Context: an optimization exercise on an open-source flow, tuned for small area. The choices shown serve that exercise and are no tape-out recipe. The RTL was checked by simulation tests, not by an equivalence proof against the original design.

**design.v**
```verilog
module mux    #(
		parameter IN1 = 14'h800
	      )
	      (
		  input sel,  
                  output [13:0] out   
               );
assign out = (sel) ? IN1 : sel;
endmodule
module mult #(parameter weight = 0)
	      (
                  input [13:0] input2,
                  output [13:0] out   
               );
wire [27:0] temp_mult;
assign temp_mult = weight * input2;
assign out = temp_mult[21:8];
endmodule
module spike_sum (
                 input reset,
                 input clk,
                 input [111:0] i_weighted_spikes,
                 input [13:0] i_cond_decay,
                 output reg [13:0] o_sum_voltage_ff,
                 output reg [13:0] o_sum_voltage
                 );
genvar i;
assign o_sum_voltage = i_weighted_spikes[111:98] +  i_weighted_spikes[97:84] + i_weighted_spikes[83:70] 
                       +  i_weighted_spikes[69:56] +  i_weighted_spikes[55:42] +  i_weighted_spikes[41:28] 
                       +  i_weighted_spikes[27:14] +  i_weighted_spikes[13:0] + i_cond_decay;
always @(posedge clk or negedge reset) begin
    if (!reset) begin
        o_sum_voltage_ff <= 0;
    end
    else begin
        o_sum_voltage_ff <= o_sum_voltage;
    end
end
endmodule
module spike_sum3 (
                 input reset,
                 input clk,
                 input [13:0] i_sum_excit,
                 input [13:0] i_sum_inhibit,
                 input [13:0] i_cond_decay,
                 output reg [13:0] o_final_voltage,
                 output reg o_spike
                 );
wire [13:0] sum;
wire [13:0] sum_excit_decay;
genvar i;
reg spike_f;
reg spike_ff;
wire comp;
parameter threshold = 14'h1300;
assign sum = i_sum_excit - i_sum_inhibit + i_cond_decay;  
assign sum_excit_decay = i_sum_excit + i_cond_decay;
always_ff @(posedge clk or negedge reset) begin
    if (!reset) begin
        o_final_voltage <= 0;
    end
    else begin
       if (o_spike == 1) begin
          o_final_voltage <= 0;
       end
       else begin
	  if (sum_excit_decay > i_sum_inhibit) begin
	      o_final_voltage <= sum;
	  end
	  else begin
              o_final_voltage <= 0;
	  end
       end
    end
end
assign comp = (o_final_voltage >= threshold);
always_ff @(posedge clk or negedge reset) begin
    if (!reset) begin
        spike_f <= 1'b0;
    end
    else begin
        if (comp) begin
           spike_f <= 1'b1;
        end
        else
           spike_f <= 1'b0;
        end
    end
always_ff @(posedge clk or negedge reset) begin
    if (!reset) begin
        spike_ff <= 1'b0;
    end
    else begin
        spike_ff <= spike_f;
    end
end
assign o_spike = spike_f && ~spike_ff;
endmodule
module neuron (
              input reset,
              input clk,
              input [7:0] i_excitatory,
              input [7:0] i_inhibitory,
	      output o_spike 
              );
localparam weight = 14'h800;  
localparam weight1 = 14'h9A;  
localparam weight2 = 14'hCD;  
localparam weight3 = 14'hE6;  
genvar i;
wire [111:0] excit_weighted;
wire [111:0] inhibit_weighted;
wire [13:0] excit_weight;
wire [13:0] inhibit_weight;
wire [13:0] final_decay;
wire [13:0] final_vt;
wire [13:0] vt_e;
wire [13:0] sum_vt_e;
wire [13:0] vt_i;
wire [13:0] sum_vt_i;
spike_sum element1 (
                   .reset (reset),
		   .clk (clk),
                   .i_weighted_spikes (excit_weighted),
                   .i_cond_decay (excit_weight),
                   .o_sum_voltage(sum_vt_e),
                   .o_sum_voltage_ff(vt_e)
                   );
spike_sum element2 (
                   .reset (reset),
                   .clk (clk),
                   .i_weighted_spikes (inhibit_weighted),
                   .i_cond_decay (inhibit_weight),
		   .o_sum_voltage(sum_vt_i),
                   .o_sum_voltage_ff(vt_i)
                   );
generate 
   for (i = 0; i < 8; i = i+1) begin
       mux #(.IN1(weight)) mux_e (
                 .sel (i_excitatory[i]),
                 .out (excit_weighted[14*i +: 14])
                  );
       mux #(.IN1(weight)) mux_i (
                 .sel (i_inhibitory[i]),
                 .out (inhibit_weighted[14*i +: 14])
                  );
   end
endgenerate         
mult #(weight1) mul3 (
          .input2 (vt_e),
          .out (excit_weight)
          );
mult #(weight2) mul4 (
          .input2 (vt_i),
          .out (inhibit_weight)
          );
mult #(weight3) mul5 (
          .input2 (final_vt),
          .out (final_decay)
          );
spike_sum3 element3 (
                    .reset (reset),
                    .clk (clk),
                    .i_sum_excit (sum_vt_e),
                    .i_sum_inhibit (sum_vt_i),
                    .i_cond_decay (final_decay),
                    .o_final_voltage (final_vt),
                    .o_spike (o_spike)
                    );
endmodule
```
**run.sh**
```bash
#!/bin/bash
# synth_recipe.tcl (not shown) runs the flow's synth.tcl, then flattens the netlist and writes it again
# the make line also repeats each setting of config.mk as NAME=value (left out here)
make -C /OpenROAD-flow-scripts/flow DESIGN_CONFIG=/design/flow/config.mk WORK_HOME=/design/flow/orfs CLKGATE_MAP_FILE= SYNTH_SCRIPT=/design/flow/synth_recipe.tcl finish
```
**config.mk**
```make
export PLATFORM = sky130hd
export DESIGN_NAME = neuron
export DESIGN_NICKNAME = neuron
export VERILOG_FILES = /design/flow/design.v
export SDC_FILE = /design/flow/constraint.sdc
export NUM_CORES = 4
export LEC_CHECK = 0
export CAP_MARGIN = 20
export CORE_MARGIN = 2
export CORE_UTILIZATION = 40
export SLEW_MARGIN = 20
```
**constraint.sdc**
```tcl
create_clock -name core_clock -period 12.0 [get_ports {clk}]
set_input_delay 2.4000 -clock core_clock [delete_from_list [all_inputs] [get_ports {clk}]]
set_output_delay 2.4000 -clock core_clock [all_outputs]
set_load 0.01 [all_outputs]
```
==> results.txt <==
cell usage after synthesis, types with 2 or more instances:
cell type,instances
a211o_1,2
a211oi_1,8
a21boi_0,2
a21o_1,13
a21oi_1,31
a21oi_2,2
a221o_1,2
a31o_2,4
a31oi_1,3
and2_1,7
and3_1,7
clkbuf_1,2
dfrtp_1,44
fa_1,100
ha_1,219
inv_1,272
nand2_1,21
nand2b_1,5
nand3_1,14
nand4_1,5
nor2_1,43
nor2b_1,12
nor3_1,15
nor3b_1,2
nor4_1,2
o211a_1,2
o211ai_1,4
o21a_1,11
o21ai_0,19
o21ba_2,3
o21bai_1,6
o22ai_1,2
o31a_1,2
or2_2,4
or3_1,3
xnor2_1,42
xor2_1,25
worst paths after layout:
path | slack, ns | endpoint | cells after the start
max | 3.85 | element3.o_final_voltage[11] | 34
min | 0.39 | element3.spike_ff | 0
max reg2reg | 3.85 | element3.o_final_voltage[11] | 34
min reg2reg | 0.39 | element3.spike_ff | 0
max in group asynchronous | 9.47 | element1.o_sum_voltage_ff[6] | 1
min in group asynchronous | 2.11 | element2.o_sum_voltage_ff[0] | 1
critical path, delay by kind of cell, from the launching register on:
| kind | cells | cell delay (ns) |
|---|---|---|
| adder cells (fa/ha/maj) | 10 | 3.91 |
| flip-flops | 1 | 0.42 |
| XOR/XNOR | 4 | 0.58 |
| AO/OA/AOI/OAI | 8 | 1.79 |
| buffers and inverters | 4 | 0.18 |
| AND/OR/NAND/NOR | 8 | 1.18 |
final cells by class:
cell class	count	area, um^2
clock buffer	7	142.6
clock inverter	1	7.507
fill	2201	12700
inverter	273	1030
multi-input combinational	655	6917
sequential	44	1101
tap	285	356.6
timing repair buffer	18	177.7
cell usage in the layout (no fill, tap or decap), types with 3 or more instances in the layout:
master	n
o21ba_2	3
clkdlybuf4s50_1	17
or2_2	4
o21ai_0	19
xnor2_1	42
nand4_1	5
or3_1	3
o21bai_1	6
dfrtp_1	44
a21o_1	13
a31oi_1	3
nand2_1	21
xor2_1	25
o211ai_1	4
a211oi_1	8
and3_1	7
fa_1	100
o21a_1	11
ha_1	219
nor2_1	43
nand2b_1	5
nor3_1	15
nor2b_1	12
clkbuf_16	5
and2_1	7
inv_1	272
a21oi_1	31
nand3_1	14
a31o_2	4
per-layer routing:
layer | share of wire (%) | track usage (%) | vias to the layer above | routed length, um
met4 | 0.98 | 2.646 | 0 | 167
met3 | 2.3 | 1.289 | 9 | 389
met5 | 0 | 0 | - | 0
met2 | 46 | 25.91 | 63 | 7865
met1 | 51 | 22.32 | 2898 | 8627
li1 | - | - | 3156 | -
per-stage QoR:
stage	cell area, um^2
after CTS	9729
after detailed placement	9579
after global placement	9579
after global routing	9732
final	9732
after floorplan	9055
registers in the layout (all words and copies together), names as in the netlist:
register and cells:
element1.o_sum_voltage_ff 14, element2.o_sum_voltage_ff 14, element3.o_final_voltage 14, element3.spike_f 1, element3.spike_ff 1
kinds of logic after synthesis:
kind of cell / after synthesis / share of synthesized area, %
XOR/XNOR: 68 / 6.729
buffers and inverters: 275 / 11.46
flip-flops: 44 / 12.16
AO/OA/AOI/OAI: 126 / 9.562
AND/OR/NAND/NOR: 141 / 7.614
adder cells (fa/ha/maj): 319 / 52.37
multiplexers: 1 / 0.1105
==> results.yml <==
status:
  status: "no timing/DRC/antenna violations"
sta:
  setup_slack_ns: 3.849
  period_needed_ns: 8.151
  finalSetupTns_ns: 0
  final_max_slew_viol_count: 0
  holdWs_ns: 0.3943
  setup_viol: 0
  max_freq_ghz: 0.1227
  fin_crit_sh_pct: 67.92
  hold_violations: 0
  tightestPinTransition_ns: 0.7700
  grt_setup_unrepaired: "no"
  max_slew_margin_pct: 48.35
  fin_worst_skew_ns: 0.005601
yosys:
  ys_async_sr_fraction_pct: 100.0
  netlist_top_cells_area: "ha_1, fa_1, dfrtp_1, inv_1, xnor2_1"
  synth_cell_types: 51
  synth_edf_count: 0
  ys_seq_area_share_pct: 12.16
  yosys_warnings: 4
  syn-instance-count: 974
  synth_nets: 1311
  dominantRegCellSynth: "dfrtp_1"
  synth_top_cell_by_area: "ha_1"
  ys_seq_elements: 44
  syn_area_per_cell_um2: 9.297
  synth_area_um2: 9055
  synth_top_cell_area_share_pct: 30.26
clock_tree:
  cts_sinks: 44
  root_buffer: "clkbuf_16"
  cts_tree: "built"
  clock_path_buffers: 2
  cts_buffers: 5
  holdBufCountCts: 0
  clk_latency_ns: 0.29
  postCtsResizedCells: 0
  htree_num_levels: 2
  post_cts_buffers: 0
  clk_pin_slew_ns: 0.07
cells_and_area:
  finalNonFillerCells: 1283
  nets: 1334
  area_growth_pct: 7.475
  utilization_pct: 43.38
  drive_gt1_share_pct: 2.505
  n_antenna_cell: 0
die:
  die_y_um: 154.5
  die_w_um: 154.5
  dieArea_um2: 23860
  core_area_um2: 22430
  initial_core_util_pct: 40.36
  num_rows: 55
  pin_count: 19
grt:
  grt_pass1_vias: 6283
  grt_pass1_wl_um: 30250
  antenna_found_initial: 0
  grtUsageTotal_pct: 15.52
  grt_overflow: 0
  grt_max_degree: 45
worst_setup_path:
  timing_worst_setup_path_type: "register to register"
  cp_slowest_stage_delay_ns: 0.56
  worstPathArrival_ns: 8.36
  cp-start-kind: "register"
  cp_max_fo: 11
  cp-end-kind: "register"
  timing.rr.start: "element2.o_sum_voltage_ff[5]"
  cpMaxStageDelayCell: "fa_1"
  startpoint: "element2.o_sum_voltage_ff[5]"
  cp_data_required_time_ns: 12.21
detailed_routing:
  vias: 6126
  drc: 0
  drt_wl_total_um: 17050
  wire_per_inst_um: 13.29
  ant_nets: 0
  via_per_inst: 4.775
  firstDrtPassIters: 4
  drtIter0Drc: 184
job:
  cap_violations: 0
place:
  gp_congestion: 0.8347
  hpwl_um: 15270
  dp_slack_ns: 3.921
  place_inst: 1275
  io_buffer_count: 18
hold_path:
  hold_class: "register to register"
  min_from: "element3.spike_f"

[what the ideal ports hide]
How much do the figures lean on ideal ports? The routed layout below was timed once more, with nothing changed but the port constraints.
Step 1 assumes that a clkbuf_16 drives the clock port and a buf_2 every other input.
Step 2 also shifts input and output timing later by t, the mid clock arrival at the registers, as if the neighbouring blocks saw the same clock.
Slacks: no drivers / after step 1 / after step 2; pairs: no drivers / after step 1.
t, ns: 0.325
setup slack, ns: 3.849 / 3.849 / 3.849
worst setup path at the end: register to register
worst slew at a driven data input, ns: 0.04
pins driven straight from the clock port: 1
After both steps setup and hold are still met in this run. For this run, drivers alone change the setup slack by 0.000 ns; drivers and shift together by 0.000 ns.
